This design comes from an exercise in tuning for small area on the open sky130 flow, not from production work. In this exercise RTL edits were held to simulation tests only and were not proved equivalent to the original. The clock port is modelled as an ideal driver, which makes a skipped or thinned clock tree look cheaper than it is; a real chip needs a root buffer or a tree. Power figures rest on the tool's default switching activity, not on a simulated workload.

==> design/flow/design.v <==
module bcd_to_7seg(
    input  [3:0] bcd,
    output [6:0] seg
);
    wire [3:0] d = bcd;
    assign seg[6] = (~d[0] & d[1] & ~d[3]) | (d[2] & ~d[3]);  
    assign seg[5] = (d[0] & d[1] & d[3]);  
    assign seg[4] = (~d[0] & ~d[2] & d[3]);  
    assign seg[3] = (~d[0] & ~d[3]);  
    assign seg[2] = (d[1] & d[2]) | (~d[3]);  
    assign seg[1] = (~d[0] & ~d[1]) | (~d[0] & d[3]);  
    assign seg[0] = (~d[0] & ~d[1]) | (~d[1] & ~d[2]);  
endmodule
module transmitter (
    input  wire i_clk,
    input  wire i_rst,
    input  wire i_tx_ena_n,
    output reg  o_serial
);
    reg [9:0] cnt;
    reg       cy;
    reg       bw;
    reg [3:0] st;
    wire done = (st[0] & st[1] & ~st[3]);
    wire busy = (~st[0]) | (~st[1]);
    wire load = !busy && !i_tx_ena_n;
    wire [3:0] st_next;         
    assign st_next[0] = (~st[2] & ~st[3]);
    assign st_next[1] = (~st[0] & ~st[1]);
    assign st_next[2] = (st[0]) | (~st[1] & ~st[3]);
    assign st_next[3] = (~st[0] & st[2]) | (st[2] & ~st[3]);
    wire sh   = busy & ~i_rst;
    wire hold = ~busy & ~i_rst;
    always @(posedge i_clk)
        cnt <= ({10{sh}} & {cnt[0] ^ cy, cnt[9:1]}) | ({10{hold}} & cnt);
    always @(posedge i_clk) begin
        if (i_rst) begin
            st       <= 4'b1111;
            o_serial <= 1'b0;
        end else if (load) begin
            cy <= 1'b1;
            bw <= done;
            st <= 4'b1101;
        end else if (busy) begin
            o_serial <= cnt[0] ^ bw;
            bw       <= bw & ~cnt[0];
            cy       <= cy & cnt[0];
            st       <= st_next;
        end else begin
            st <= 4'b1111;
        end
    end
endmodule
module receiver (
    input  wire       i_clk,
    input  wire       i_rst,
    input  wire       i_serial,
    input  wire [8:0] i_pattern,
    output reg        o_hit
);
    localparam [8:0] INV = 9'b010101010;
    reg  [8:0] q;
    wire [8:0] shift_reg = q ^ INV;
    always @(posedge i_clk) begin
        if (i_rst) begin
            q     <= INV;
            o_hit <= 1'b0;
        end else begin
            q     <= {i_serial, shift_reg[8:1]} ^ INV;
            o_hit <= (shift_reg == i_pattern);
        end
    end
endmodule
module one_sec_timer(
    input  wire i_clk,
    input  wire i_rst,
    output wire o_sec_pulse
);
    localparam [13:0] INV = 14'b10101010101010;
    reg  [13:0] q;
    wire [13:0] s = q ^ INV;
    wire fb = ~(s[13] ^ s[12]);
    assign o_sec_pulse = s[0] & s[1] & s[3] & ~s[5] & s[6] & ~s[7] & ~s[8] &
                         ~s[9] & ~s[10] & s[11] & s[12];
    always @(posedge i_clk) begin
        if (i_rst)
            q <= INV;
        else if (o_sec_pulse)
            q <= 14'd1 ^ INV;
        else
            q <= {s[12:0], fb} ^ INV;
    end
endmodule
module hit_counter(
    input  wire        i_clk,
    input  wire        i_rst,
    input  wire        i_hit,
    input  wire        i_sec_pulse,
    output reg  [15:0] o_hit_count
);
    localparam [3:0] ZERO = 4'b1001;
    function [3:0] next_digit(input [3:0] d);
        next_digit = {(~d[0] & ~d[2]) | (d[0] & d[1] & d[2]) | (~d[3]),
                      (~d[0] & ~d[2]) | (~d[1] & ~d[2]),
                      (~d[0] & d[1]) | (d[2]),
                      (d[0] & d[2]) | (~d[2] & ~d[3])};
    endfunction
    function is_nine(input [3:0] d);
        is_nine = (d[0] & ~d[3]);
    endfunction
    wire c0 = i_hit;
    wire c1 = c0 & is_nine(o_hit_count[3:0]);
    wire c2 = c1 & is_nine(o_hit_count[7:4]);
    wire c3 = c2 & is_nine(o_hit_count[11:8]);
    always @(posedge i_clk) begin
        if (i_rst || i_sec_pulse) begin
            o_hit_count <= {4{ZERO}};
        end else begin
            if (c0) o_hit_count[3:0]   <= next_digit(o_hit_count[3:0]);
            if (c1) o_hit_count[7:4]   <= next_digit(o_hit_count[7:4]);
            if (c2) o_hit_count[11:8]  <= next_digit(o_hit_count[11:8]);
            if (c3) o_hit_count[15:12] <= next_digit(o_hit_count[15:12]);
        end
    end
endmodule
module top_happy_birthday #(
    parameter integer NumDig = 4
)(
    input  wire                   i_clk,
    input  wire                   i_rst,
    input  wire                   i_tx_ena_n,
    input  wire  [8:0]            i_pattern,
    output wire  [NumDig*7-1 : 0] o_hit_count,
    output wire                   o_hit_count_valid
);
    wire        serial_wire;
    wire        hit_pulse;
    wire        sec_pulse;
    wire [15:0] hit_count_bcd;
    reg  [15:0] hit_count_latched;
    transmitter hb_tx (
        .i_clk      (i_clk),
        .i_rst      (i_rst),
        .i_tx_ena_n (i_tx_ena_n),
        .o_serial   (serial_wire)
    );
    receiver hb_rx (
        .i_clk    (i_clk),
        .i_rst    (i_rst),
        .i_serial (serial_wire),
        .i_pattern(i_pattern),
        .o_hit    (hit_pulse)
    );
    one_sec_timer hb_timer (
        .i_clk       (i_clk),
        .i_rst       (i_rst),
        .o_sec_pulse (sec_pulse)
    );
    hit_counter hb_hit_counter (
        .i_clk       (i_clk),
        .i_rst       (i_rst),
        .i_hit       (hit_pulse),
        .i_sec_pulse (sec_pulse),
        .o_hit_count (hit_count_bcd)
    );
    localparam [3:0] ZERO = 4'b1001;   
    wire ld_new  = sec_pulse & ~i_rst;
    wire ld_keep = ~sec_pulse & ~i_rst;
    always @(posedge i_clk)
        hit_count_latched <= ({16{ld_new}} & hit_count_bcd) |
                             ({16{ld_keep}} & hit_count_latched) |
                             ({16{i_rst}} & {4{ZERO}});
    wire [6:0] seg0, seg1, seg2, seg3;
    bcd_to_7seg u0 (.bcd(hit_count_latched[3:0]),   .seg(seg0));
    bcd_to_7seg u1 (.bcd(hit_count_latched[7:4]),   .seg(seg1));
    bcd_to_7seg u2 (.bcd(hit_count_latched[11:8]),  .seg(seg2));
    bcd_to_7seg u3 (.bcd(hit_count_latched[15:12]), .seg(seg3));
    assign o_hit_count = {seg3, seg2, seg1, seg0};
    assign o_hit_count_valid = sec_pulse;
endmodule
==> design/flow/flow/run.sh <==
#!/bin/bash
# Standard ORFS layout of the standard synthesis, with changes to how the
# layout is made:
#  - after the standard synthesis, reopt.ys.sh re-maps the combinational
#    logic for area with ABC (registers are kept exactly as synthesised);
#  - the port buffers are sky130 buf_1 cells instead of the default choice;
#  - CTS builds its tree without dummy loads, and post_cts.tcl then downsizes
#    each clock buffer as far as the clock-pin slew allows;
#  - post_cts.tcl also downsizes logic gates to drive strength 1 (timing has
#    ample slack).
# Each tool's output goes to a log file here (make_*.log, reopt_yosys.log),
# besides ORFS's own logs under orfs/logs.
set -euo pipefail
here=$(pwd)
export BUFFER_PORTS_ARGS="-inputs -outputs -buffer_cell sky130_fd_sc_hd__buf_1"
export CTS_ARGS="-sink_clustering_enable -repair_clock_nets -dont_use_dummy_load"
export POST_CTS_TCL=$here/flow/post_cts.tcl
export CLK_SLEW_LIMIT_NS=${CLK_SLEW_LIMIT_NS:-0.115}
res=$here/orfs/results/$FLOW_PLATFORM/top_happy_birthday/base

bash standard.sh synth > make_synth.log 2>&1
cp "$res/1_2_yosys.v" "$here/standard_synth.v"
export DONT_USE_LIST="$(grep -o 'sky130_fd_sc_hd__lpflow[a-z0-9_]*\|sky130_fd_sc_hd__probe[a-z0-9_]*' $FLOW_HOME/platforms/sky130hd/config.mk | sort -u | tr '\n' ' ')"
bash flow/reopt.ys.sh "$here/standard_synth.v" "$res/1_2_yosys.v" "$here/reopt_yosys.log"
rm -f "$res/1_synth.odb"
bash standard.sh > make_flow.log 2>&1
==> design/flow/flow/area.abc <==
strash
dch -f
map -a
strash
dch -f
map -a
strash
dch -f
map -a
topo
==> design/flow/flow/mkcells.py <==
#!/usr/bin/env python3
"""Writes Verilog models of the sky130hd library cells: combinational cells as
assign statements from their liberty functions, sequential cells as
blackboxes (so a re-mapping keeps every register instance as it is)."""
import re, sys
lib = open(sys.argv[1]).read()
out = []
for m in re.finditer(r'\n\s*cell\s*\(\s*"?(sky130_fd_sc_hd__\w+)"?\s*\)\s*\{', lib):
    name = m.group(1)
    # cell body: up to next "cell (" at same level (approximate)
    start = m.end()
    nxt = re.search(r'\n\s*cell\s*\(', lib[start:])
    body = lib[start: start + nxt.start()] if nxt else lib[start:]
    seq = bool(re.search(r'\b(ff|latch|statetable)\s*\(', body))
    pins = []
    for pm in re.finditer(r'\n\s*pin\s*\(\s*"?(\w+)"?\s*\)\s*\{', body):
        ps = pm.end()
        # pin block: find matching brace
        depth = 1; i = ps
        while depth and i < len(body):
            if body[i] == '{': depth += 1
            elif body[i] == '}': depth -= 1
            i += 1
        pb = body[ps:i]
        d = re.search(r'direction\s*:\s*"?(\w+)"?', pb)
        f = re.search(r'\n\s*function\s*:\s*"([^"]*)"', pb)
        pins.append((pm.group(1), d.group(1) if d else None, f.group(1) if f else None))
    ins = [p for p in pins if p[1] == 'input']
    outs = [p for p in pins if p[1] == 'output']
    if not outs: continue
    ports = ", ".join([f"input {p[0]}" for p in ins] + [f"output {p[0]}" for p in outs])
    if seq or any(p[2] is None for p in outs):
        out.append(f"(* blackbox *)\nmodule {name}({ports});\nendmodule\n")
        continue
    lines = [f"module {name}({ports});"]
    for p in outs:
        f = p[2]
        f = f.replace('!', '~').replace('+', '|').replace('*', '&')
        f = re.sub(r'(?<=[\w)])\s+(?=[\w(~])', ' & ', f)
        lines.append(f"  assign {p[0]} = {f};")
    lines.append("endmodule\n")
    out.append("\n".join(lines))
open(sys.argv[2], "w").write("\n".join(out))
==> design/flow/flow/post_cts.tcl <==
set limit $::env(CLK_SLEW_LIMIT_NS)
set sizes {sky130_fd_sc_hd__clkbuf_1 sky130_fd_sc_hd__clkbuf_2 sky130_fd_sc_hd__clkbuf_4 sky130_fd_sc_hd__clkbuf_8 sky130_fd_sc_hd__clkbuf_16}
proc worst_clk_slew {} {
  estimate_parasitics -placement
  set w 0.0
  foreach p [get_pins -of_objects [all_registers] -filter "name==CLK"] {
    set s [get_property $p slew_max]
    if {$s > $w} { set w $s }
  }
  return $w
}
set bufs {}
foreach inst [[ord::get_db_block] getInsts] {
  if {[string match "clkbuf_*_i_clk" [$inst getName]]} { lappend bufs [$inst getName] }
}
# leaves (level > 0) first, then the root
set bufs [lsort -decreasing $bufs]
puts "clock buffers: $bufs; worst clock slew [worst_clk_slew]"
foreach b $bufs {
  set orig [[[ord::get_db_block] findInst $b] getMaster]
  set orig [$orig getName]
  foreach s $sizes {
    if {$s eq $orig} { break }
    replace_cell $b $s
    set w [worst_clk_slew]
    if {$w <= $limit} { puts "$b: $orig -> $s (worst clock slew $w)"; break }
    replace_cell $b $orig
  }
}
puts "worst clock slew after sizing [worst_clk_slew]"
detailed_placement
check_placement -verbose
estimate_parasitics -placement

# Downsize logic gates to drive strength 1 (or 0 where that is the smallest):
# synthesis maps some gates at higher drive strengths than this design's
# slack needs. Registers, clock buffers and plain buffers are left alone; the
# repair_design run after global routing fixes any slew or load this causes.
set lib_cells {}
foreach c [get_lib_cells sky130_fd_sc_hd__*] { dict set lib_cells [get_name $c] 1 }
set downsized 0
foreach inst [[ord::get_db_block] getInsts] {
  set m [[$inst getMaster] getName]
  if {![regexp {^sky130_fd_sc_hd__([a-z0-9]+)_([0-9]+)$} $m -> base size]} { continue }
  if {[regexp {^(df|sdf|edf|clk|buf|dly|tap|fill|decap|conb|diode)} $base]} { continue }
  foreach s {0 1} {
    set cand sky130_fd_sc_hd__${base}_$s
    if {$s < $size && [dict exists $lib_cells $cand]} {
      replace_cell [$inst getName] $cand
      incr downsized
      break
    }
  }
}
puts "downsized $downsized gates"
detailed_placement
check_placement -verbose
estimate_parasitics -placement
report_worst_slack -max
report_check_types -max_slew -max_capacitance
==> design/flow/flow/reopt.ys.sh <==
#!/bin/bash
# Re-map the combinational logic of the standard synthesis netlist for area.
# Every register instance is kept as it is (name, cell type and connections):
# the library's sequential cells are read as blackboxes, the combinational
# cells as their logic functions, and ABC re-maps only the logic between them.
# usage: reopt.ys.sh IN.v OUT.v LOG
set -euo pipefail
here=$(cd "$(dirname "$0")"; pwd)
IN=$1; OUT=$2; LOG=$3
LIB=$FLOW_HOME/platforms/sky130hd/lib/sky130_fd_sc_hd__tt_025C_1v80.lib
YOSYS=$FLOW_HOME/../tools/install/yosys/bin/yosys
[[ -x $YOSYS ]] || YOSYS=yosys
tmp=$(mktemp -d "$PWD/reopt.XXXXXX")
python3 "$here/mkcells.py" "$LIB" "$tmp/cells.v"
DU=""
for c in $DONT_USE_LIST; do DU="$DU -dont_use $c"; done
printf 'set_driving_cell sky130_fd_sc_hd__buf_1\nset_load 5\n' > "$tmp/abc.constr"
"$YOSYS" -l "$LOG" -p "
read_verilog $tmp/cells.v
read_verilog $IN
hierarchy -top $FLOW_TOP
flatten
techmap
opt -purge
abc -liberty $LIB $DU -script $here/area.abc -constr $tmp/abc.constr -D 13000
read_liberty -lib $LIB
opt_clean -purge
hilomap -singleton -hicell sky130_fd_sc_hd__conb_1 HI -locell sky130_fd_sc_hd__conb_1 LO
check -assert
stat -liberty $LIB
write_verilog -noattr -nohex -nodec $OUT
" > /dev/null
rm -rf "$tmp"
==> design/flow/standard.sh <==
#!/bin/bash
# synth_recipe.tcl (not shown) runs the flow's synth.tcl, then flattens the netlist and writes it again
# the make line also repeats each setting of config.mk as NAME=value (left out here)
make -C /OpenROAD-flow-scripts/flow DESIGN_CONFIG=/design/flow/config.mk WORK_HOME=/design/flow/orfs CLKGATE_MAP_FILE= SYNTH_SCRIPT=/design/flow/synth_recipe.tcl "${@:-finish}"
==> design/flow/config.mk <==
export PLATFORM = sky130hd
export DESIGN_NAME = top_happy_birthday
export DESIGN_NICKNAME = top_happy_birthday
export VERILOG_FILES = /design/flow/design.v
export SDC_FILE = /design/flow/constraint.sdc
export NUM_CORES = 4
export LEC_CHECK = 0
export CAP_MARGIN = 20
export CORE_MARGIN = 2
export CORE_UTILIZATION = 70
export SLEW_MARGIN = 20
==> design/flow/constraint.sdc <==
create_clock -name core_clock -period 13.0 [get_ports {i_clk}]
set_input_delay 2.6000 -clock core_clock [delete_from_list [all_inputs] [get_ports {i_clk}]]
set_output_delay 2.6000 -clock core_clock [all_outputs]
set_load 0.01 [all_outputs]
==> results of run 1 <==
-- layer usage --
layer  global-route usage [%]  vias up  routed length, um
met5                        0        -                  0
met4                     9.11        0                 80
met3                     9.25        7                259
met2                     44.4       62               2420
met1                     31.0     1024               2310
li1                         -     1177                  -
-- path summary, 6_finish.rpt --
path	slack [ns]	depth (start not counted)	startpoint	end
worst max-delay path	8.56	5	hb_timer.q[1]	o_hit_count_valid
worst min register to register	0.39	1	hb_timer.q[4]	hb_timer.q[5]
worst min-delay path	0.39	1	hb_timer.q[4]	hb_timer.q[5]
worst max register to register	10.71	7	hb_timer.q[8]	hb_hit_counter.o_hit_count[6]
-- layout make-up --
type	count	area [um2]
Inverter	49	184
Tap cell	48	60.1
Fill cell	257	719
Clock buffer	9	63.8
Sequential cell	73	1480
Timing Repair Buffer	42	165
Multi-Input combinational cell	198	960
-- state kept, by name, summed over array words and instances (netlist names), named ones only --
register                    flops
hit_count_latched              16
hb_timer.q                     14
hb_hit_counter.o_hit_count     12
hb_tx.cnt                      10
hb_rx.q                         9
hb_tx.st                        4
hb_rx.o_hit                     1
hb_tx.bw                        1
hb_tx.cy                        1
hb_tx.o_serial                  1
-- through the flow --
stage	instances	util, %	worst slack [ns]
6_report	419	80.2	8.56
5_1_grt	419	80.2	8.32
3_3_place_gp	410	78.4	8.64
2_1_floorplan	320	-	9.04
3_5_place_dp	410	78.4	8.51
-- critical path: cells and delay by family (launching register included) --
| kind | cells | cell delay [ns] |
|---|---|---|
| flip-flops | 1 | 0.34 |
| buffers and inverters | 2 | 0.43 |
| AND/OR/NAND/NOR | 3 | 0.38 |
-- where the power goes --
part           internal (W)  switching [W]  total [W]
clock             0.0000292      0.0000628  0.0000920
combinational    0.00000525      0.0000107  0.0000160
sequential         0.000229     0.00000227   0.000231
==> results by group, run 1 <==
Drt
  • 1st-pass router iterations: 4
  • Mean routed wirelength per cell: 12.1 um
  • WL final: 5.07 mm
  • Iter 0 DRT Violations: 118
  • Via count: 2270
  • DRC: 0
  • Vias per cell: 5.42
  • ANT nets after route: 0

Clocking
  • Worst-Skew Late Latency: 0.69 ns
  • Worst-path clk slew: 0.11 ns
  • CTS tree: built
  • CTS sink cnt: 73

STA
  • Hold_ws: 0.388 ns
  • Slew HR: 41.1%
  • Final setup violation count: 0
  • Actual slew at the worst max-slew pin: 0.880 ns
  • Max Freq: 0.225 GHz
  • Final worst-path cycle share: 34.2%
  • TNS Setup: 0 ns
  • Final Critical Period: 4.44 ns
  • Final Hold Fails: 0
  • Unrepaired setup endpoints after global routing: false
  • Pins over their slew limit: 0
  • Clock Skews: 0.0180 ns

Final layout
  • Area Growth Syn to Fin: 11.0%
  • Fin area: 2910 um2
  • Ant. Diodes: 0
  • Layout net count: 385
  • Most frequent cells in the layout: dfxtp_1 (71), clkinv_1 (49), nor2_1 (44)
  • Share of cells above drive strength 1: 2.70%
  • Leading cell type in the layout, fill and taps excluded: dfxtp_1

Floorplan
  • Core Area: 3630 um2
  • Site Rows: 22
  • Starting Density: 72.2%
  • Total I/O pin count: 41
  • Die height: 65.2 um
  • Die Width: 65.2 um
  • Die area: 4260 um2

Job
  • Max_cap viols: 0

Worst hold path
  • Hold Path Class: reg -> reg

Place
  • RePlAce Congestion: 0.850
  • Final HPWL DP: 3.46 mm
  • PortBufs: 40
  • Dpl cell area: 2850 um2

Logic synthesis
  • Syn Area/Cell: 8.20 um2
  • Synthesized area: 2630 um2
  • Syn_nets: 332
  • Ys Warns: 5
  • Mapped Cells: 320

Outcome
  • Status: timing/DRC/antenna clean

GRT
  • First-pass GRT wire length: 8.51 mm
  • Initial antenna violation count: 0
  • GRT Resource Usage Total: 26.3%
  • Largest net degree at the start of global routing: 26
  • Vias in the first global route: 2024
  • Grt ovf: 0

Setup path
  • Worst EP required: 10.40 ns
  • Critical Path Sink Type: output pin
  • Crit path DAT: 1.84 ns
  • Setup Crit Path Kind: reg -> out
  • Largest stage delay on the critical path: 0.34 ns
  • Critical path peak fanout: 25
  • Crit start category: flip-flop
  • Worst path slowest cell: dfxtp_1
  • Crit-path cells: nor3_1 > nand4_1 > nor2_1 > buf_4 > buf_1

Power
  • Max IR drop VDD: 0.0916 mV
  • Leakage power: 1.02 nW
  • Pwr/cell area: 116 nW/um2
  • Total power: 0.000339 W
==> run 2: changes to the inputs <==
--- a/design/flow/flow/run.sh
+++ b/design/flow/flow/run.sh
@@ -3,8 +3,10 @@
 # layout is made:
 #  - after the standard synthesis, reopt.ys.sh re-maps the combinational
 #    logic for area with ABC (registers are kept exactly as synthesised);
+#    the smallest of several ABC scripts' results is kept;
 #  - the port buffers are sky130 buf_1 cells instead of the default choice;
-#  - CTS builds its tree without dummy loads, and post_cts.tcl then downsizes
+#  - CTS builds its tree without dummy loads; post_cts.tcl merges its leaf
+#    buffers in sibling pairs and then downsizes
 #    each clock buffer as far as the clock-pin slew allows;
 #  - post_cts.tcl also downsizes logic gates to drive strength 1 (timing has
 #    ample slack).
@@ -16,11 +18,21 @@
 export CTS_ARGS="-sink_clustering_enable -repair_clock_nets -dont_use_dummy_load"
 export POST_CTS_TCL=$here/flow/post_cts.tcl
 export CLK_SLEW_LIMIT_NS=${CLK_SLEW_LIMIT_NS:-0.115}
+export CLK_MERGE_PAIRS=${CLK_MERGE_PAIRS:-1}
 res=$here/orfs/results/$FLOW_PLATFORM/top_happy_birthday/base
 
 bash standard.sh synth > make_synth.log 2>&1
 cp "$res/1_2_yosys.v" "$here/standard_synth.v"
 export DONT_USE_LIST="$(grep -o 'sky130_fd_sc_hd__lpflow[a-z0-9_]*\|sky130_fd_sc_hd__probe[a-z0-9_]*' $FLOW_HOME/platforms/sky130hd/config.mk | sort -u | tr '\n' ' ')"
-bash flow/reopt.ys.sh "$here/standard_synth.v" "$res/1_2_yosys.v" "$here/reopt_yosys.log"
+# Several ABC scripts (map*.abc: plain area mapping, and deep AIG synthesis
+# with different settings before it) run side by side; the smallest result
+# is used.
+for s in 0 1 2 3; do
+  bash flow/reopt.ys.sh "$here/standard_synth.v" "$here/reopt_$s.v" "$here/reopt_yosys_$s.log" "$here/flow/map$s.abc" "$here/reopt_$s.stat" &
+done
+wait
+best=$(python3 flow/pick.py $here/reopt_[0-3].stat)
+echo "using $best" > reopt_choice.log
+cp "$here/reopt_$best.v" "$res/1_2_yosys.v"
 rm -f "$res/1_synth.odb"
 bash standard.sh > make_flow.log 2>&1
==> design/flow/flow/map0.abc (new file) <==
strash
dch -f
map -a
strash
dch -f
map -a
strash
dch -f
map -a
topo
==> design/flow/flow/map1.abc (new file) <==
strash
&get -n
&deepsyn -T 240
&put
strash
dch -f
map -a
strash
dch -f
map -a
strash
dch -f
map -a
topo
==> design/flow/flow/map2.abc (new file) <==
strash
&get -n
&deepsyn -T 240 -o
&put
strash
dch -f
map -a
strash
dch -f
map -a
strash
dch -f
map -a
topo
==> design/flow/flow/map3.abc (new file) <==
strash
&get -n
&deepsyn -T 240 -S 3
&put
strash
dch -f
map -a
strash
dch -f
map -a
strash
dch -f
map -a
topo
==> design/flow/flow/pick.py (new file) <==
# Print the index of the smallest total cell area among reopt_<i>.stat files.
import re, sys
best = None
for f in sys.argv[1:]:
    try:
        a = float(re.search(r'Chip area for module .*?: ([\d.]+)', open(f).read()).group(1))
    except Exception:
        continue
    i = re.search(r'reopt_(\d+)\.stat$', f).group(1)
    if best is None or a < best[0]:
        best = (a, i)
print(best[1])
--- a/design/flow/flow/post_cts.tcl
+++ b/design/flow/flow/post_cts.tcl
@@ -9,6 +9,41 @@
   }
   return $w
 }
+# Merge the CTS leaf buffers in sibling pairs (clkbuf_<l>_<2k> and
+# clkbuf_<l>_<2k+1>, which the H-tree placed side by side): the sinks of the
+# second move onto the first, and the second is removed. The sizing below
+# then picks each remaining buffer's size.
+proc merge_leaf_pairs {} {
+  set block [ord::get_db_block]
+  set leaves {}
+  foreach inst [$block getInsts] {
+    if {[regexp {^clkbuf_(\d+)_(\d+)__f_i_clk$} [$inst getName] -> lvl idx]} { dict set leaves $idx $inst }
+  }
+  foreach idx [lsort -integer [dict keys $leaves]] {
+    if {$idx % 2 == 1 || ![dict exists $leaves [expr {$idx + 1}]]} { continue }
+    set keep [dict get $leaves $idx]
+    set gone [dict get $leaves [expr {$idx + 1}]]
+    set knet [[$keep findITerm X] getNet]
+    set gnet [[$gone findITerm X] getNet]
+    set gin  [[$gone findITerm A] getNet]
+    set pins {}
+    foreach it [$gnet getITerms] {
+      if {[$it getInst] ne $gone} { lappend pins "[[$it getInst] getName]/[[$it getMTerm] getName]" }
+    }
+    foreach p $pins {
+      disconnect_pin [$gnet getName] $p
+      connect_pin [$knet getName] $p
+    }
+    set gname [$gone getName]
+    set gnet_name [$gnet getName]
+    disconnect_pin [$gin getName] $gname/A
+    delete_instance $gname
+    delete_net $gnet_name
+    puts "merged $gname into [$keep getName] ([llength $pins] sinks moved)"
+  }
+}
+if {[info exists ::env(CLK_MERGE_PAIRS)] && $::env(CLK_MERGE_PAIRS)} { merge_leaf_pairs }
+
 set bufs {}
 foreach inst [[ord::get_db_block] getInsts] {
   if {[string match "clkbuf_*_i_clk" [$inst getName]]} { lappend bufs [$inst getName] }
--- a/design/flow/flow/reopt.ys.sh
+++ b/design/flow/flow/reopt.ys.sh
@@ -3,10 +3,10 @@
 # Every register instance is kept as it is (name, cell type and connections):
 # the library's sequential cells are read as blackboxes, the combinational
 # cells as their logic functions, and ABC re-maps only the logic between them.
-# usage: reopt.ys.sh IN.v OUT.v LOG
+# usage: reopt.ys.sh IN.v OUT.v LOG ABC_SCRIPT STAT
 set -euo pipefail
 here=$(cd "$(dirname "$0")"; pwd)
-IN=$1; OUT=$2; LOG=$3
+IN=$1; OUT=$2; LOG=$3; SCRIPT=$4; STAT=$5
 LIB=$FLOW_HOME/platforms/sky130hd/lib/sky130_fd_sc_hd__tt_025C_1v80.lib
 YOSYS=$FLOW_HOME/../tools/install/yosys/bin/yosys
 [[ -x $YOSYS ]] || YOSYS=yosys
@@ -22,12 +22,12 @@
 flatten
 techmap
 opt -purge
-abc -liberty $LIB $DU -script $here/area.abc -constr $tmp/abc.constr -D 13000
+abc -liberty $LIB $DU -script $SCRIPT -constr $tmp/abc.constr -D 13000
 read_liberty -lib $LIB
 opt_clean -purge
 hilomap -singleton -hicell sky130_fd_sc_hd__conb_1 HI -locell sky130_fd_sc_hd__conb_1 LO
 check -assert
-stat -liberty $LIB
+tee -q -o $STAT stat -liberty $LIB
 write_verilog -noattr -nohex -nodec $OUT
 " > /dev/null
 rm -rf "$tmp"
removed: design/flow/flow/area.abc
==> results by group, run 2 <==
Power
  • Pwr/cell area: 120 nW/um2 (was 116 nW/um2)
  • Max IR drop VDD: 0.154 mV (was 0.0916 mV)
  • Leakage power: 0.971 nW (was 1.02 nW)
  • Total power: 0.000344 W (was 0.000339 W)

Place
  • Final HPWL DP: 3.40 mm (was 3.46 mm)
  • RePlAce Congestion: 0.889 (was 0.850)
  • PortBufs: 40 (unchanged)
  • Dpl cell area: 2800 um2 (was 2850 um2)
  • Setup WS pre-CTS: 8.27 ns (was 8.51 ns)

Job
  • Max_cap viols: 0 (unchanged)

Floorplan
  • Die area: 4190 um2 (was 4260 um2)
  • Starting Density: 71.6% (was 72.2%)
  • Die height: 64.7 um (was 65.2 um)
  • Total I/O pin count: 41 (unchanged)
  • Site Rows: 22 (unchanged)
  • Core Area: 3610 um2 (was 3630 um2)
  • Die Width: 64.7 um (was 65.2 um)

STA
  • Pins over their slew limit: 0 (unchanged)
  • Slew HR: 65.4% (was 41.1%)
  • Actual slew at the worst max-slew pin: 0.519 ns (was 0.880 ns)
  • Final Critical Period: 4.40 ns (was 4.44 ns)
  • Clock Skews: 0.0221 ns (was 0.0180 ns)
  • Final Hold Fails: 0 (unchanged)
  • Hold_ws: 0.391 ns (was 0.388 ns)
  • Unrepaired setup endpoints after global routing: false (unchanged)
  • Final setup violation count: 0 (unchanged)
  • Final worst-path cycle share: 33.9% (was 34.2%)
  • TNS Setup: 0 ns (unchanged)
  • Setup slack after layout: 8.60 ns (was 8.56 ns)
  • Max Freq: 0.227 GHz (was 0.225 GHz)

Clocking
  • CTS sink cnt: 73 (unchanged)
  • Worst-Skew Late Latency: 0.32 ns (was 0.69 ns)
  • Worst-path clk slew: 0.11 ns (about the same)

Final layout
  • Fin area: 2870 um2 (was 2910 um2)
  • Ant. Diodes: 0 (unchanged)
  • Area Growth Syn to Fin: 11.1% (was 11.0%)
  • Most frequent cells in the layout: dfxtp_1 (71), clkinv_1 (49), nor2_1 (43) (was dfxtp_1 (71), clkinv_1 (49), nor2_1 (44))
  • Leading cell type in the layout, fill and taps excluded: dfxtp_1 (unchanged)
  • Largest registers: hit_count_latched (16), hb_timer.q (14), hb_hit_counter.o_hit_count (12) (unchanged)
  • Layout net count: 371 (was 385)
  • Biggest register: hit_count_latched (unchanged)
  • Share of cells above drive strength 1: 1.68% (was 2.70%)
  • Number of flip-flops in the largest register: 16 (unchanged)

Setup path
  • Largest stage delay on the critical path: 0.45 ns (was 0.34 ns)
  • Crit start category: input pin (was flip-flop)
  • CP Buf/Inv Count: 3 (was 2)
  • Reg2Reg Depth: 11 (was 7)
  • Worst EP required: 13.22 ns (was 10.40 ns)
  • CP delay by family, top: buffers and inverters (unchanged)
  • Reg2Reg Setup Slack: 10.64 ns (was 10.71 ns)
  • Setup Crit Path Kind: in -> reg (was reg -> out)
  • Critical Path Sink Type: flip-flop (was output pin)
  • Critical path peak fanout: 22 (was 25)
  • RR Startpoint: hb_timer.q[6] (was hb_timer.q[8])
  • Crit path top cell by count: o21ai_0
  • Crit path DAT: 4.62 ns (was 1.84 ns)
  • Worst R2R End: hb_hit_counter.o_hit_count[15] (was hb_hit_counter.o_hit_count[6])
  • Worst path slowest cell: clkinv_1 (was dfxtp_1)
  • Crit-path cells: buf_1 > nor2_1 > buf_4 > clkinv_1 > nor3_1 > o21ai_0 > o221ai_1 > o21ai_0 (was nor3_1 > nand4_1 > nor2_1 > buf_4 > buf_1)

Drt
  • Iter 0 DRT Violations: 127 (was 118)
  • WL final: 4.56 mm (was 5.07 mm)
  • ANT nets after route: 0 (unchanged)
  • Via count: 2182 (was 2270)
  • 1st-pass router iterations: 4 (unchanged)
  • Vias per cell: 5.39 (was 5.42)
  • DRC: 0 (unchanged)
  • Mean routed wirelength per cell: 11.3 um (was 12.1 um)

Worst hold path
  • Hold Path Class: reg -> reg (unchanged)
  • Hold EP: hb_timer.q[1] (was hb_timer.q[5])
  • HP Start: hb_timer.q[0] (was hb_timer.q[4])
  • Worst hold stages: 1 (unchanged)

GRT
  • First-pass GRT wire length: 7.79 mm (was 8.51 mm)
  • Largest net degree at the start of global routing: 23 (was 26)
  • Initial antenna violation count: 0 (unchanged)
  • Vias in the first global route: 1919 (was 2024)
  • Grt ovf: 0 (unchanged)
  • GRT Resource Usage Total: 23.7% (was 26.3%)

Logic synthesis
  • Syn_nets: 323 (was 332)
  • Mapped Cells: 311 (was 320)
  • Ys Warns: 5 (unchanged)
  • Syn Area/Cell: 8.30 um2 (was 8.20 um2)
  • Synthesized area: 2580 um2 (was 2630 um2)

Outcome
  • Status: timing/DRC/antenna clean (unchanged)
[run 2: changes by cell type in the layout (fill, tap and decap cells not counted), sizes merged, moves of 3 or more]
cell,before,now
a21oi,36,24
nand2,40,37
nor3,9,12
clkbuf,9,5
o211ai,1,4
o22ai,12,17
[run 2: worst max path at each step]
stage	from	to	slack, ns	cells after the start
3_3_place_gp	i_rst	hb_hit_counter.o_hit_count[15]	8.37	8
3_5_place_dp	i_rst	hb_hit_counter.o_hit_count[15]	8.27	8
6_report	i_rst	hb_hit_counter.o_hit_count[15]	8.60	8
5_1_grt	i_rst	hb_hit_counter.o_hit_count[15]	8.39	8
2_1_floorplan	i_rst	hb_hit_counter.o_hit_count[15]	8.28	6
[run 2: final cells by class]
class                      instances  area (um2)
timing repair buffer              41         158
fill                             273         738
tap                               48        60.1
sequential                        73        1480
multi-input combinational        189         916
inverter                          49         184
clock buffer                       5        68.8
[run 2: routing by layer]
| metal | part of all wire (%) | global-route usage [%] |
|---|---|---|
| met4 | 1.3 | 7.18 |
| met5 | 0 | 0 |
| met3 | 4.9 | 7.47 |
| met1 | 44 | 27.1 |
| met2 | 50 | 42.1 |
[run 2: where the power goes]
part	internal, W	total (W)	switching [W]
logic	0.00000572	0.0000173	0.0000116
registers	0.000230	0.000234	0.00000362
clock network	0.0000351	0.0000924	0.0000573
total	0.000271	0.000344	0.0000725
[run 2: metrics by stage]
stage	utilization, %	cells
after floorplan	-	311
after global placement	77.6	400
after detailed placement	77.6	400
after global routing	79.5	405
final	79.5	405
==> run 3: changes to the inputs <==
--- a/design/flow/design.v
+++ b/design/flow/design.v
@@ -3,13 +3,13 @@
     output [6:0] seg
 );
     wire [3:0] d = bcd;
-    assign seg[6] = (~d[0] & d[1] & ~d[3]) | (d[2] & ~d[3]);  
-    assign seg[5] = (d[0] & d[1] & d[3]);  
-    assign seg[4] = (~d[0] & ~d[2] & d[3]);  
-    assign seg[3] = (~d[0] & ~d[3]);  
-    assign seg[2] = (d[1] & d[2]) | (~d[3]);  
-    assign seg[1] = (~d[0] & ~d[1]) | (~d[0] & d[3]);  
-    assign seg[0] = (~d[0] & ~d[1]) | (~d[1] & ~d[2]);  
+    assign seg[6] = (~d[0] & ~d[2] & d[3]) | (d[1] & ~d[2] & ~d[3]);  
+    assign seg[5] = (~d[0] & ~d[1] & d[2]) | (~d[0] & d[1] & ~d[3]);  
+    assign seg[4] = (d[0] & ~d[1] & ~d[2]);  
+    assign seg[3] = (d[1] & ~d[2]) | (~d[2] & d[3]);  
+    assign seg[2] = (~d[0] & ~d[1]) | (d[1] & ~d[2]) | (~d[0] & d[3]);  
+    assign seg[1] = (d[0] & ~d[2]) | (~d[1] & ~d[3]);  
+    assign seg[0] = (d[0] & d[1]);  
 endmodule
 module transmitter (
     input  wire i_clk,
@@ -34,17 +34,17 @@
     always @(posedge i_clk)
         cnt <= ({10{sh}} & {cnt[0] ^ cy, cnt[9:1]}) | ({10{hold}} & cnt);
     always @(posedge i_clk) begin
+        cy <= ~busy | (cy & cnt[0]);
+        bw <= busy ? (bw & ~cnt[0]) : done;
+    end
+    always @(posedge i_clk) begin
         if (i_rst) begin
             st       <= 4'b1111;
             o_serial <= 1'b0;
         end else if (load) begin
-            cy <= 1'b1;
-            bw <= done;
             st <= 4'b1101;
         end else if (busy) begin
             o_serial <= cnt[0] ^ bw;
-            bw       <= bw & ~cnt[0];
-            cy       <= cy & cnt[0];
             st       <= st_next;
         end else begin
             st <= 4'b1111;
@@ -98,15 +98,15 @@
     input  wire        i_sec_pulse,
     output reg  [15:0] o_hit_count
 );
-    localparam [3:0] ZERO = 4'b1001;
+    localparam [3:0] ZERO = 4'b0111;
     function [3:0] next_digit(input [3:0] d);
-        next_digit = {(~d[0] & ~d[2]) | (d[0] & d[1] & d[2]) | (~d[3]),
-                      (~d[0] & ~d[2]) | (~d[1] & ~d[2]),
-                      (~d[0] & d[1]) | (d[2]),
-                      (d[0] & d[2]) | (~d[2] & ~d[3])};
+        next_digit = {(~d[0] & ~d[2]) | (~d[0] & ~d[3]) | (d[0] & d[3]),
+                      (d[3]),
+                      (d[2]),
+                      (d[1])};
     endfunction
     function is_nine(input [3:0] d);
-        is_nine = (d[0] & ~d[3]);
+        is_nine = (~d[0] & d[1] & d[3]);
     endfunction
     wire c0 = i_hit;
     wire c1 = c0 & is_nine(o_hit_count[3:0]);
@@ -163,7 +163,7 @@
         .i_sec_pulse (sec_pulse),
         .o_hit_count (hit_count_bcd)
     );
-    localparam [3:0] ZERO = 4'b1001;   
+    localparam [3:0] ZERO = 4'b0111;   
     wire ld_new  = sec_pulse & ~i_rst;
     wire ld_keep = ~sec_pulse & ~i_rst;
     always @(posedge i_clk)
--- a/design/flow/flow/run.sh
+++ b/design/flow/flow/run.sh
@@ -5,9 +5,9 @@
 #    logic for area with ABC (registers are kept exactly as synthesised);
 #    the smallest of several ABC scripts' results is kept;
 #  - the port buffers are sky130 buf_1 cells instead of the default choice;
-#  - CTS builds its tree without dummy loads; post_cts.tcl merges its leaf
-#    buffers in sibling pairs and then downsizes
-#    each clock buffer as far as the clock-pin slew allows;
+#  - CTS builds its tree without dummy loads; post_cts.tcl then sizes each
+#    clock buffer to the smallest that keeps the clock-pin slew limit
+#    (CLK_MERGE_PAIRS=1 would also merge the leaf buffers in pairs; off);
 #  - post_cts.tcl also downsizes logic gates to drive strength 1 (timing has
 #    ample slack).
 # Each tool's output goes to a log file here (make_*.log, reopt_yosys.log),
@@ -18,7 +18,7 @@
 export CTS_ARGS="-sink_clustering_enable -repair_clock_nets -dont_use_dummy_load"
 export POST_CTS_TCL=$here/flow/post_cts.tcl
 export CLK_SLEW_LIMIT_NS=${CLK_SLEW_LIMIT_NS:-0.115}
-export CLK_MERGE_PAIRS=${CLK_MERGE_PAIRS:-1}
+export CLK_MERGE_PAIRS=${CLK_MERGE_PAIRS:-0}
 res=$here/orfs/results/$FLOW_PLATFORM/top_happy_birthday/base
 
 bash standard.sh synth > make_synth.log 2>&1
--- a/design/flow/flow/post_cts.tcl
+++ b/design/flow/flow/post_cts.tcl
@@ -51,15 +51,14 @@
 # leaves (level > 0) first, then the root
 set bufs [lsort -decreasing $bufs]
 puts "clock buffers: $bufs; worst clock slew [worst_clk_slew]"
+# Start every clock buffer at the largest size, then take each (leaves first,
+# then the root) down to the smallest size that keeps the limit.
+foreach b $bufs { replace_cell $b [lindex $sizes end] }
 foreach b $bufs {
-  set orig [[[ord::get_db_block] findInst $b] getMaster]
-  set orig [$orig getName]
   foreach s $sizes {
-    if {$s eq $orig} { break }
     replace_cell $b $s
     set w [worst_clk_slew]
-    if {$w <= $limit} { puts "$b: $orig -> $s (worst clock slew $w)"; break }
-    replace_cell $b $orig
+    if {$w <= $limit} { puts "$b: -> $s (worst clock slew $w)"; break }
   }
 }
 puts "worst clock slew after sizing [worst_clk_slew]"
==> results by group, run 3 <==
Outcome
  • Status: timing/DRC/antenna clean (unchanged)

Final layout
  • Leading cell type in the layout, fill and taps excluded: dfxtp_1 (unchanged)
  • Layout net count: 365 (was 371)
  • Area Growth Syn to Fin: 10.9% (was 11.1%)
  • Largest registers: hb_hit_counter.o_hit_count (16), hit_count_latched (16), hb_timer.q (14) (was hit_count_latched (16), hb_timer.q (14), hb_hit_counter.o_hit_count (12))
  • Area occupied by multi-input gates: 897 um2 (was 916 um2)
  • Fin area: 2840 um2 (was 2870 um2)
  • Ant. Diodes: 0 (unchanged)
  • Most frequent cells in the layout: dfxtp_1 (73), nor2_1 (55), clkinv_1 (53) (was dfxtp_1 (71), clkinv_1 (49), nor2_1 (43))
  • Flip-flop and latch area: 1460 um2 (was 1480 um2)
  • Share of cells above drive strength 1: 2.85% (was 1.68%)
  • Filler cell count: 231 (was 273)

Worst hold path
  • Hold Path Class: reg -> reg (unchanged)

Clocking
  • Worst-Skew Late Latency: 0.48 ns (was 0.32 ns)
  • Worst-path clk slew: 0.11 ns (about the same)
  • CTS sink cnt: 73 (unchanged)
  • CTS tree: built

STA
  • Hold_ws: 0.376 ns (was 0.391 ns)
  • Final setup violation count: 0 (unchanged)
  • Max Freq: 0.231 GHz (was 0.227 GHz)
  • Actual slew at the worst max-slew pin: 0.583 ns (was 0.519 ns)
  • Pins over their slew limit: 0 (unchanged)
  • Final Critical Period: 4.33 ns (was 4.40 ns)
  • Final worst-path cycle share: 33.3% (was 33.9%)
  • Clock Skews: 0.0237 ns (was 0.0221 ns)
  • Final Hold Fails: 0 (unchanged)
  • Unrepaired setup endpoints after global routing: false (unchanged)
  • Slew HR: 61.1% (was 65.4%)
  • TNS Setup: 0 ns (unchanged)
  • Setup slack after layout: 8.67 ns (was 8.60 ns)

Floorplan
  • Starting Density: 74.9% (was 71.6%)
  • Core Area: 3420 um2 (was 3610 um2)
  • Die height: 64.5 um (was 64.7 um)
  • Total I/O pin count: 41 (unchanged)
  • Die Width: 64.5 um (was 64.7 um)
  • Die area: 4160 um2 (was 4190 um2)
  • Site Rows: 21 (was 22)

Drt
  • 1st-pass router iterations: 5 (was 4)
  • DRC: 0 (unchanged)
  • Via count: 2151 (was 2182)
  • WL final: 4.70 mm (was 4.56 mm)
  • Vias per cell: 5.42 (was 5.39)
  • Iter 0 DRT Violations: 101 (was 127)
  • Mean routed wirelength per cell: 11.8 um (was 11.3 um)
  • ANT nets after route: 0 (unchanged)

Setup path
  • CP Buf/Inv Count: 2 (was 3)
  • Critical Path Sink Type: output pin (was flip-flop)
  • Crit path DAT: 1.73 ns (was 4.62 ns)
  • Crit start category: flip-flop (was input pin)
  • Crit-path cells: nor3_1 > clkinv_1 > nor4_1 > buf_1 (was buf_1 > nor2_1 > buf_4 > clkinv_1 > nor3_1 > o21ai_0 > o221ai_1 > o21ai_0)
  • Worst EP required: 10.40 ns (was 13.22 ns)
  • Critical path peak fanout: 3 (was 22)
  • Worst path slowest cell: nor4_1 (was clkinv_1)
  • CP delay by family, top: simple AND/OR/NAND/NOR gates (was buffers and inverters)
  • Setup Crit Path Kind: reg -> out (was in -> reg)
  • Largest stage delay on the critical path: 0.41 ns (was 0.45 ns)

Logic synthesis
  • Ys Warns: 5 (unchanged)
  • Mapped Cells: 301 (was 311)
  • Synthesized area: 2560 um2 (was 2580 um2)
  • Syn_nets: 313 (was 323)
  • Syn Area/Cell: 8.50 um2 (was 8.30 um2)

Job
  • Max_cap viols: 0 (unchanged)

GRT
  • First-pass GRT wire length: 8.20 mm (was 7.79 mm)
  • Vias in the first global route: 1929 (was 1919)
  • Initial antenna violation count: 0 (unchanged)
  • Largest net degree at the start of global routing: 21 (was 23)
  • Grt ovf: 0 (unchanged)
  • GRT Resource Usage Total: 25.7% (was 23.7%)

Power
  • Leakage power: 0.993 nW (was 0.971 nW)
  • Total power: 0.000340 W (was 0.000344 W)
  • Pwr/cell area: 120 nW/um2 (about the same)
  • Max IR drop VDD: 0.121 mV (was 0.154 mV)

Place
  • Setup WS pre-CTS: 8.63 ns (was 8.27 ns)
  • RePlAce Congestion: 0.802 (was 0.889)
  • Dpl cell area: 2770 um2 (was 2800 um2)
  • PortBufs: 40 (unchanged)
  • Final HPWL DP: 3.38 mm (was 3.40 mm)
## run 3: final timing paths
path	start	to	slack, ns	cells past startpoint
setup / recovery	hb_timer.q[1]	o_hit_count_valid	8.67	4
hold / removal	hb_timer.q[2]	hb_timer.q[3]	0.38	1
setup reg to reg	hb_hit_counter.o_hit_count[3]	hb_hit_counter.o_hit_count[12]	10.63	13
hold reg to reg	hb_timer.q[2]	hb_timer.q[3]	0.38	1
## run 3: area by class of cell
cell class / count / share of cell area (%)
clock buffers: 9 / 2.29
inverters: 53 / 7.01
multi-input cells: 175 / 31.6
flip-flops and latches: 73 / 51.5
well taps: 46 / 2.03
repair buffers: 41 / 5.56
## run 3: where the power goes
| group | switching, W | internal [W] | leakage, nW |
|---|---|---|---|
| combinational | 0.0000103 | 0.00000518 | 0.359 |
| sequential | 0.00000271 | 0.000228 | 0.593 |
| clock | 0.0000633 | 0.0000302 | 0.0410 |
## run 3: layer usage
metal,part of all wire [%],GRT usage [%]
met5,0,0
met4,2.3,13.6
met3,3.8,4.69
met2,48,42.1
met1,46,32.5
## run 3: per-stage QoR
| step | cells | utilization [%] |
|---|---|---|
| floorplan | 301 | - |
| global placement | 388 | 81.2 |
| detailed placement | 388 | 81.2 |
| global route | 397 | 83.1 |
| finish | 397 | 83.1 |
==> run 4: changes to the inputs <==
--- a/design/flow/flow/run.sh
+++ b/design/flow/flow/run.sh
@@ -7,7 +7,7 @@
 #  - the port buffers are sky130 buf_1 cells instead of the default choice;
 #  - CTS builds its tree without dummy loads; post_cts.tcl then sizes each
 #    clock buffer to the smallest that keeps the clock-pin slew limit
-#    (CLK_MERGE_PAIRS=1 would also merge the leaf buffers in pairs; off);
+#    after merging the leaf buffers in sibling pairs;
 #  - post_cts.tcl also downsizes logic gates to drive strength 1 (timing has
 #    ample slack).
 # Each tool's output goes to a log file here (make_*.log, reopt_yosys.log),
@@ -18,7 +18,7 @@
 export CTS_ARGS="-sink_clustering_enable -repair_clock_nets -dont_use_dummy_load"
 export POST_CTS_TCL=$here/flow/post_cts.tcl
 export CLK_SLEW_LIMIT_NS=${CLK_SLEW_LIMIT_NS:-0.115}
-export CLK_MERGE_PAIRS=${CLK_MERGE_PAIRS:-0}
+export CLK_MERGE_PAIRS=${CLK_MERGE_PAIRS:-1}
 res=$here/orfs/results/$FLOW_PLATFORM/top_happy_birthday/base
 
 bash standard.sh synth > make_synth.log 2>&1
==> results by group, run 4 <==
Clocking
  • Worst-Skew Late Latency: 0.61 ns (was 0.48 ns)
  • Worst-path clk slew: 0.10 ns (was 0.11 ns)
  • CTS sink cnt: 73 (unchanged)

GRT
  • Largest net degree at the start of global routing: 23 (was 21)
  • GRT Resource Usage Total: 25.7% (about the same)
  • Initial antenna violation count: 0 (unchanged)
  • Grt ovf: 0 (unchanged)
  • First-pass GRT wire length: 8.41 mm (was 8.20 mm)
  • Vias in the first global route: 1972 (was 1929)

Floorplan
  • Core Area: 3420 um2 (unchanged)
  • Die height: 64.5 um (unchanged)
  • Die area: 4160 um2 (unchanged)
  • Starting Density: 74.9% (unchanged)
  • Total I/O pin count: 41 (unchanged)
  • Site Rows: 21 (unchanged)
  • Die Width: 64.5 um (unchanged)

Place
  • Final HPWL DP: 3.38 mm (unchanged)
  • PortBufs: 40 (unchanged)
  • RePlAce Congestion: 0.802 (unchanged)
  • Dpl cell area: 2770 um2 (unchanged)

Drt
  • 1st-pass router iterations: 4 (was 5)
  • DRC: 0 (unchanged)
  • Via count: 2156 (was 2151)
  • Iter 0 DRT Violations: 97 (was 101)
  • Mean routed wirelength per cell: 12.3 um (was 11.8 um)
  • Vias per cell: 5.49 (was 5.42)
  • ANT nets after route: 0 (unchanged)
  • WL final: 4.82 mm (was 4.70 mm)

Final layout
  • Largest registers: hb_hit_counter.o_hit_count (16), hit_count_latched (16), hb_timer.q (14) (unchanged)
  • Fin util: 83.2% (was 83.1%)
  • Fin area: 2840 um2 (about the same)
  • Share of cells above drive strength 1: 1.44% (was 2.85%)
  • Layout net count: 361 (was 365)
  • Area Growth Syn to Fin: 11.1% (was 10.9%)
  • Ant. Diodes: 0 (unchanged)
  • Most frequent cells in the layout: dfxtp_1 (73), nor2_1 (55), clkinv_1 (53) (unchanged)
  • Leading cell type in the layout, fill and taps excluded: dfxtp_1 (unchanged)

Job
  • Max_cap viols: 0 (unchanged)

STA
  • Final setup violation count: 0 (unchanged)
  • Slew HR: 60.2% (was 61.1%)
  • Final worst-path cycle share: 34.2% (was 33.3%)
  • Final Critical Period: 4.45 ns (was 4.33 ns)
  • Final Hold Fails: 0 (unchanged)
  • TNS Setup: 0 ns (unchanged)
  • Clock Skews: 0.0188 ns (was 0.0237 ns)
  • Pins over their slew limit: 0 (unchanged)
  • Max Freq: 0.225 GHz (was 0.231 GHz)
  • Actual slew at the worst max-slew pin: 0.597 ns (was 0.583 ns)
  • Unrepaired setup endpoints after global routing: false (unchanged)

Worst hold path
  • Hold Path Class: reg -> reg (unchanged)

Setup path
  • Critical Path Sink Type: output pin (unchanged)
  • Crit start category: flip-flop (unchanged)
  • Worst EP required: 10.40 ns (about the same)
  • Crit path DAT: 1.85 ns (was 1.73 ns)
  • Setup Crit Path Kind: reg -> out (unchanged)
  • Critical path peak fanout: 3 (unchanged)

Outcome
  • Status: timing/DRC/antenna clean (unchanged)

Power
  • Pwr/cell area: 121 nW/um2 (was 120 nW/um2)
  • Total power: 0.000343 W (was 0.000340 W)
  • Max IR drop VDD: 0.125 mV (was 0.121 mV)
  • Leakage power: 0.987 nW (was 0.993 nW)

Logic synthesis
  • Syn_nets: 313 (unchanged)
  • Synthesized area: 2560 um2 (unchanged)
  • Mapped Cells: 301 (unchanged)
  • Syn Area/Cell: 8.50 um2 (unchanged)
  • Ys Warns: 5 (unchanged)
[run 4: where the power goes]
group	internal [W]	switching [W]	total, W	leakage [nW]
registers	0.000228	0.00000279	0.000231	0.593
logic	0.00000519	0.0000104	0.0000156	0.359
clock network	0.0000351	0.0000616	0.0000967	0.0351
[run 4: worst paths after layout]
check	from	endpoint	slack [ns]	cells past startpoint
worst max-delay path	hb_timer.q[10]	o_hit_count_valid	8.55	4
worst max register to register	hb_hit_counter.o_hit_count[3]	hb_hit_counter.o_hit_count[12]	10.68	13
worst min-delay path	hb_timer.q[2]	hb_timer.q[3]	0.39	1
worst min register to register	hb_timer.q[2]	hb_timer.q[3]	0.39	1
[run 4: routing by layer]
| layer | track usage (%) | routed length, um | vias to the layer above |
|---|---|---|---|
| met5 | 0 | 0 | - |
| met1 | 32.2 | 2170 | 970 |
| met3 | 5.90 | 198 | 10 |
| met2 | 44.3 | 2350 | 57 |
| met4 | 8.24 | 100 | 0 |
| li1 | - | - | 1119 |
[run 4: per-stage QoR]
step | hold slack (ns) | setup slack (ns) | instances
final | 0.392 | 8.55 | 393
after global routing | 0.395 | 8.37 | 393
after detailed placement | 0.376 | 8.63 | 388
after global placement | 0.355 | 8.68 | 388
after floorplan | 0.352 | 8.65 | 301
[run 4: area by class of cell]
type / count / area (um2)
Sequential cell: 73 / 1460
Timing Repair Buffer: 41 / 158
Tap cell: 46 / 57.6
Multi-Input combinational cell: 175 / 897
Clock buffer: 5 / 70.1
Fill cell: 220 / 573
Inverter: 53 / 199
[run 4: worst max-delay path: stages (launching register included)]
cell and delay, ns:
dfxtp_1 0.33, nor3_1 0.19, clkinv_1 0.10, nor4_1 0.42, buf_1 0.20
==> run 5: changes to the inputs <==
--- a/design/flow/flow/run.sh
+++ b/design/flow/flow/run.sh
@@ -7,7 +7,7 @@
 #  - the port buffers are sky130 buf_1 cells instead of the default choice;
 #  - CTS builds its tree without dummy loads; post_cts.tcl then sizes each
 #    clock buffer to the smallest that keeps the clock-pin slew limit
-#    after merging the leaf buffers in sibling pairs;
+#    (CLK_MERGE_PAIRS=1 would also merge the leaf buffers in pairs; off);
 #  - post_cts.tcl also downsizes logic gates to drive strength 1 (timing has
 #    ample slack).
 # Each tool's output goes to a log file here (make_*.log, reopt_yosys.log),
@@ -18,7 +18,7 @@
 export CTS_ARGS="-sink_clustering_enable -repair_clock_nets -dont_use_dummy_load"
 export POST_CTS_TCL=$here/flow/post_cts.tcl
 export CLK_SLEW_LIMIT_NS=${CLK_SLEW_LIMIT_NS:-0.115}
-export CLK_MERGE_PAIRS=${CLK_MERGE_PAIRS:-1}
+export CLK_MERGE_PAIRS=${CLK_MERGE_PAIRS:-0}
 res=$here/orfs/results/$FLOW_PLATFORM/top_happy_birthday/base
 
 bash standard.sh synth > make_synth.log 2>&1
@@ -27,11 +27,11 @@
 # Several ABC scripts (map*.abc: plain area mapping, and deep AIG synthesis
 # with different settings before it) run side by side; the smallest result
 # is used.
-for s in 0 1 2 3; do
+for s in 0 1 2 3 4 5; do
   bash flow/reopt.ys.sh "$here/standard_synth.v" "$here/reopt_$s.v" "$here/reopt_yosys_$s.log" "$here/flow/map$s.abc" "$here/reopt_$s.stat" &
 done
 wait
-best=$(python3 flow/pick.py $here/reopt_[0-3].stat)
+best=$(python3 flow/pick.py $here/reopt_[0-5].stat)
 echo "using $best" > reopt_choice.log
 cp "$here/reopt_$best.v" "$res/1_2_yosys.v"
 rm -f "$res/1_synth.odb"
==> design/flow/flow/map3.abc (replaced) <==
strash
&get -n
&deepsyn -T 240 -S 3
&put
strash
dch -f
amap
strash
dch -f
amap
strash
dch -f
amap
topo
==> design/flow/flow/map4.abc (new file) <==
strash
&get -n
&deepsyn -T 240 -o
&put
strash
dch -f
amap
strash
dch -f
amap
strash
dch -f
amap
topo
==> design/flow/flow/map5.abc (new file) <==
strash
&get -n
&deepsyn -T 240 -o
&put
strash
dch -f
map -a
strash
dch -f
map -a
strash
dch -f
map -a
strash
dch -f
map -a
strash
dch -f
map -a
strash
dch -f
amap
topo
==> results by group, run 5 <==
Floorplan
  • Die Width: 64.1 um (was 64.5 um)
  • Total I/O pin count: 41 (unchanged)
  • Starting Density: 74.1% (was 74.9%)
  • Die height: 64.1 um (was 64.5 um)
  • Site Rows: 21 (unchanged)
  • Die area: 4110 um2 (was 4160 um2)
  • Core Area: 3420 um2 (unchanged)

Clocking
  • CTS sink cnt: 73 (unchanged)
  • Worst-Skew Late Latency: 0.39 ns (was 0.61 ns)
  • CTS tree: built
  • Worst-path clk slew: 0.10 ns (about the same)

Setup path
  • Reg2Reg Depth: 8 (was 13)
  • Worst EP required: 10.40 ns (about the same)
  • Critical Path Sink Type: output pin (unchanged)
  • Setup Crit Path Kind: reg -> out (unchanged)
  • Critical path peak fanout: 2 (was 3)
  • Reg2Reg Setup Slack: 10.65 ns (was 10.68 ns)
  • Crit path DAT: 1.70 ns (was 1.85 ns)
  • Crit start category: flip-flop (unchanged)

STA
  • Max Freq: 0.233 GHz (was 0.225 GHz)
  • Clock Skews: 0.0184 ns (was 0.0188 ns)
  • Hold_ws: 0.389 ns (was 0.392 ns)
  • Slew HR: 58.0% (was 60.2%)
  • Final setup violation count: 0 (unchanged)
  • TNS Setup: 0 ns (unchanged)
  • Pins over their slew limit: 0 (unchanged)
  • Final worst-path cycle share: 33.1% (was 34.2%)
  • Unrepaired setup endpoints after global routing: false (unchanged)
  • Actual slew at the worst max-slew pin: 0.629 ns (was 0.597 ns)
  • Final Hold Fails: 0 (unchanged)
  • Final Critical Period: 4.30 ns (was 4.45 ns)

GRT
  • Grt ovf: 0 (unchanged)
  • First-pass GRT wire length: 8.05 mm (was 8.41 mm)
  • Vias in the first global route: 1915 (was 1972)
  • Initial antenna violation count: 0 (unchanged)
  • GRT Resource Usage Total: 25.4% (was 25.7%)
  • Largest net degree at the start of global routing: 20 (was 23)

Logic synthesis
  • Synthesized area: 2530 um2 (was 2560 um2)
  • Syn_nets: 296 (was 313)
  • Syn Area/Cell: 8.91 um2 (was 8.50 um2)
  • Ys Warns: 5 (unchanged)
  • Mapped Cells: 284 (was 301)

Drt
  • Vias per cell: 5.44 (was 5.49)
  • WL final: 4.68 mm (was 4.82 mm)
  • 1st-pass router iterations: 4 (unchanged)
  • ANT nets after route: 0 (unchanged)
  • DRC: 0 (unchanged)
  • Iter 0 DRT Violations: 109 (was 97)
  • Mean routed wirelength per cell: 12.3 um (about the same)
  • Via count: 2068 (was 2156)

Final layout
  • Final non-filler cell total: 380 (was 393)
  • Largest registers: hb_hit_counter.o_hit_count (16), hit_count_latched (16), hb_timer.q (14) (unchanged)
  • Share of cells above drive strength 1: 2.99% (was 1.44%)
  • Area Growth Syn to Fin: 11.1% (about the same)
  • Ant. Diodes: 0 (unchanged)
  • Layout net count: 348 (was 361)
  • Leading cell type in the layout, fill and taps excluded: dfxtp_1 (unchanged)
  • Most frequent cells in the layout: dfxtp_1 (73), nor2_1 (44), buf_1 (40) (was dfxtp_1 (73), nor2_1 (55), clkinv_1 (53))

Worst hold path
  • Worst hold stages: 1 (unchanged)
  • Hold Path Class: reg -> reg (unchanged)

Power
  • Max IR drop VDD: 0.107 mV (was 0.125 mV)
  • Leakage power: 0.969 nW (was 0.987 nW)
  • Pwr/cell area: 121 nW/um2 (about the same)
  • Total power: 0.000339 W (was 0.000343 W)

Place
  • PortBufs: 40 (unchanged)
  • Final HPWL DP: 3.20 mm (was 3.38 mm)
  • Placed cell count: 371 (was 388)
  • RePlAce Congestion: 0.766 (was 0.802)

Job
  • Max_cap viols: 0 (unchanged)

Outcome
  • Status: timing/DRC/antenna clean (unchanged)
[run 5: critical path, cell delays in order (launching register included)]
cell	delay, ns
dfxtp_1	0.38
clkinv_1	0.09
or4_1	0.47
nor3_1	0.20
buf_1	0.18
[run 5: final cells by class]
type | instances | area, um2
clock buffer | 9 | 65.1
fill | 237 | 604
inverter | 38 | 143
timing repair buffer | 41 | 158
multi-input combinational | 173 | 927
sequential | 73 | 1460
tap | 46 | 57.6
[run 5: metal layers]
| metal | part of all wire [%] | up-vias | track usage [%] | wire (um) |
|---|---|---|---|---|
| met1 | 49 | 913 | 31.9 | 2300 |
| met5 | 0 | - | 0 | 0 |
| li1 | - | 1088 | - | - |
| met2 | 44 | 56 | 41.0 | 2050 |
| met3 | 5.0 | 11 | 6.87 | 234 |
| met4 | 1.9 | 0 | 11.2 | 91 |
[run 5: power breakdown]
part | internal, W | leakage [nW] | switching (W)
Clock | 0.0000307 | 0.0410 | 0.0000631
Sequential | 0.000228 | 0.592 | 0.00000229
Combinational | 0.00000499 | 0.336 | 0.0000102
[run 5: final timing paths]
check / from / end
max: hb_timer.q[5] / o_hit_count_valid
min: hb_timer.q[2] / hb_timer.q[3]
max reg2reg: hb_timer.q[1] / hb_hit_counter.o_hit_count[6]
min reg2reg: hb_timer.q[2] / hb_timer.q[3]
[run 5: stage by stage]
stage / area, um2 / setup slack (ns) / util [%]
after global placement: 2750 / 8.58 / 80.4
after detailed placement: 2750 / 8.51 / 80.4
after floorplan: 2530 / 8.58 / -
after global routing: 2810 / 8.63 / 82.3
final: 2810 / 8.70 / 82.3
==> run 6: changes to the inputs <==
--- a/design/flow/flow/run.sh
+++ b/design/flow/flow/run.sh
@@ -17,7 +17,7 @@
 export BUFFER_PORTS_ARGS="-inputs -outputs -buffer_cell sky130_fd_sc_hd__buf_1"
 export CTS_ARGS="-sink_clustering_enable -repair_clock_nets -dont_use_dummy_load"
 export POST_CTS_TCL=$here/flow/post_cts.tcl
-export CLK_SLEW_LIMIT_NS=${CLK_SLEW_LIMIT_NS:-0.115}
+export CLK_SLEW_LIMIT_NS=${CLK_SLEW_LIMIT_NS:-0.100}
 export CLK_MERGE_PAIRS=${CLK_MERGE_PAIRS:-0}
 res=$here/orfs/results/$FLOW_PLATFORM/top_happy_birthday/base
 
==> results by group, run 6 <==
Drt
  • WL final: 4.67 mm (was 4.68 mm)
  • Mean routed wirelength per cell: 12.3 um (about the same)
  • ANT nets after route: 0 (unchanged)
  • Iter 0 DRT Violations: 116 (was 109)
  • DRC: 0 (unchanged)
  • 1st-pass router iterations: 4 (unchanged)
  • Vias per cell: 5.44 (unchanged)
  • Via count: 2068 (unchanged)

Place
  • Placed cell count: 371 (unchanged)
  • PortBufs: 40 (unchanged)
  • Final HPWL DP: 3.20 mm (unchanged)
  • Setup WS pre-CTS: 8.51 ns (unchanged)
  • Dpl cell area: 2750 um2 (unchanged)
  • RePlAce Congestion: 0.766 (unchanged)

Worst hold path
  • HP Start: hb_timer.q[2] (unchanged)
  • Worst hold stages: 1 (unchanged)
  • Hold Path Class: reg -> reg (unchanged)
  • Hold EP: hb_timer.q[3] (unchanged)

Final layout
  • Fin area: 2820 um2 (was 2810 um2)
  • Largest registers: hb_hit_counter.o_hit_count (16), hit_count_latched (16), hb_timer.q (14) (unchanged)
  • Share of cells above drive strength 1: 2.99% (unchanged)
  • Final non-filler cell total: 380 (unchanged)
  • Most frequent cells in the layout: dfxtp_1 (73), nor2_1 (44), buf_1 (40) (unchanged)
  • Filler cell count: 234 (was 237)
  • Ant. Diodes: 0 (unchanged)
  • Layout net count: 348 (unchanged)
  • Area Growth Syn to Fin: 11.4% (was 11.1%)
  • Leading cell type in the layout, fill and taps excluded: dfxtp_1 (unchanged)

STA
  • Setup slack after layout: 8.70 ns (about the same)
  • Final worst-path cycle share: 33.1% (about the same)
  • TNS Setup: 0 ns (unchanged)
  • Slew HR: 58.5% (was 58.0%)
  • Max Freq: 0.233 GHz (about the same)
  • Unrepaired setup endpoints after global routing: false (unchanged)
  • Final Hold Fails: 0 (unchanged)
  • Clock Skews: 0.0250 ns (was 0.0184 ns)
  • Pins over their slew limit: 0 (unchanged)
  • Actual slew at the worst max-slew pin: 0.622 ns (was 0.629 ns)
  • Final Critical Period: 4.30 ns (about the same)
  • Final setup violation count: 0 (unchanged)

Floorplan
  • Starting Density: 74.1% (unchanged)
  • Die Width: 64.1 um (unchanged)
  • Die height: 64.1 um (unchanged)
  • Total I/O pin count: 41 (unchanged)
  • Die area: 4110 um2 (unchanged)
  • Site Rows: 21 (unchanged)
  • Core Area: 3420 um2 (unchanged)

Clocking
  • Worst-Skew Late Latency: 0.39 ns (about the same)
  • Worst-path clk slew: 0.10 ns (about the same)
  • CTS tree: built (unchanged)
  • CTS sink cnt: 73 (unchanged)

Logic synthesis
  • Mapped Cells: 284 (unchanged)
  • Ys Warns: 5 (unchanged)
  • Syn_nets: 296 (unchanged)
  • Synthesized area: 2530 um2 (unchanged)
  • Syn Area/Cell: 8.91 um2 (unchanged)

GRT
  • First-pass GRT wire length: 8.07 mm (was 8.05 mm)
  • GRT Resource Usage Total: 25.4% (about the same)
  • Initial antenna violation count: 0 (unchanged)
  • Largest net degree at the start of global routing: 20 (unchanged)
  • Vias in the first global route: 1915 (unchanged)
  • Grt ovf: 0 (unchanged)

Power
  • Pwr/cell area: 122 nW/um2 (was 121 nW/um2)
  • Max IR drop VDD: 0.107 mV (about the same)
  • Leakage power: 0.972 nW (was 0.969 nW)

Setup path
  • Reg2Reg Depth: 8 (unchanged)
  • RR Startpoint: hb_timer.q[1] (unchanged)
  • Setup Crit Path Kind: reg -> out (unchanged)
  • Critical Path Sink Type: output pin (unchanged)
  • Worst R2R End: hb_hit_counter.o_hit_count[6] (unchanged)
  • Crit path DAT: 1.70 ns (about the same)
  • Reg2Reg Setup Slack: 10.65 ns (about the same)
  • Worst EP required: 10.40 ns (about the same)
  • Critical path peak fanout: 2 (unchanged)
  • Crit start category: flip-flop (unchanged)

Job
  • Max_cap viols: 0 (unchanged)

Outcome
  • Status: timing/DRC/antenna clean (unchanged)
[run 6: power by group]
group | switching, W | internal [W]
registers | 0.00000229 | 0.000228
logic | 0.0000102 | 0.00000499
clock network | 0.0000632 | 0.0000354
total | 0.0000757 | 0.000268
[run 6: layer usage]
| layer | vias to the layer above | global-route usage, % | wire length, um |
|---|---|---|---|
| met3 | 11 | 6.87 | 219 |
| met5 | - | 0 | 0 |
| met4 | 0 | 11.2 | 94 |
| met1 | 907 | 32.0 | 2290 |
| met2 | 58 | 41.0 | 2060 |
| li1 | 1092 | - | - |
[run 6: worst max path at each step]
stage                        from                        endpoint  slack, ns
floorplan                   i_rst  hb_hit_counter.o_hit_count[12]       8.58
global placement            i_rst  hb_hit_counter.o_hit_count[13]       8.58
detailed placement          i_rst   hb_hit_counter.o_hit_count[6]       8.51
global route        hb_timer.q[5]               o_hit_count_valid       8.63
finish              hb_timer.q[9]               o_hit_count_valid       8.70
[run 6: layout make-up]
class | count | area (um2) | area share (%)
multi-input combinational | 173 | 927 | 32.9
clock buffer | 9 | 73.8 | 2.62
sequential | 73 | 1460 | 51.8
timing repair buffer | 41 | 158 | 5.59
inverter | 38 | 143 | 5.06
tap | 46 | 57.6 | 2.04
[run 6: worst max-delay path, stage by stage, from the launching register on]
cell,delay (ns)
dfxtp_1,0.35
clkinv_1,0.07
or4_1,0.51
nor3_1,0.20
buf_1,0.18
[run 6: stage by stage]
step | util [%] | total power (W) | hold slack [ns]
finish | 82.6 | 0.000344 | 0.389
global route | 82.6 | 0.000356 | 0.407
detailed placement | 80.4 | 0.000250 | 0.364
global placement | 80.4 | 0.000249 | 0.360
floorplan | - | 0.000244 | 0.343

[re-timing with driven ports]
How much do the figures lean on ideal ports? The routed layouts below were timed once more, with nothing changed but the port constraints. Step 1, drivers: a clkbuf_16 drives i_clk and a buf_2 each remaining input, both assumed. Step 2 adds t to the input delays and takes it off the output delays; t is the mean of the earliest and latest rising clock arrival at the registers after step 1. Input paths then give back, and output paths get back, about the clock's delay inside the block. Three values: ideal, step 1, step 2; two values: the first two.
run | t (ns) | setup slack, ns | worst setup path after step 2 | worst register clock-pin slew, ns
run 1 | 0.707 | 8.559 / 8.535 / 8.538 | input to register | 0.11 / 0.11
run 2 | 0.340 | 8.596 / 8.603 / 8.263 | input to register | 0.11 / 0.11
run 3 | 0.488 | 8.675 / 8.654 / 8.589 | input to register | 0.11 / 0.11
run 4 | 0.625 | 8.550 / 8.525 / 8.580 | input to register | 0.10 / 0.10
run 5 | 0.409 | 8.699 / 8.674 / 8.494 | input to register | 0.12 / 0.12
run 6 | 0.402 | 8.701 / 8.676 / 8.501 | input to register | 0.10 / 0.10
After both steps setup and hold are still met in every run listed. For run 2, which loses most, drivers alone change the setup slack by +0.007 ns; drivers and shift together by -0.333 ns.
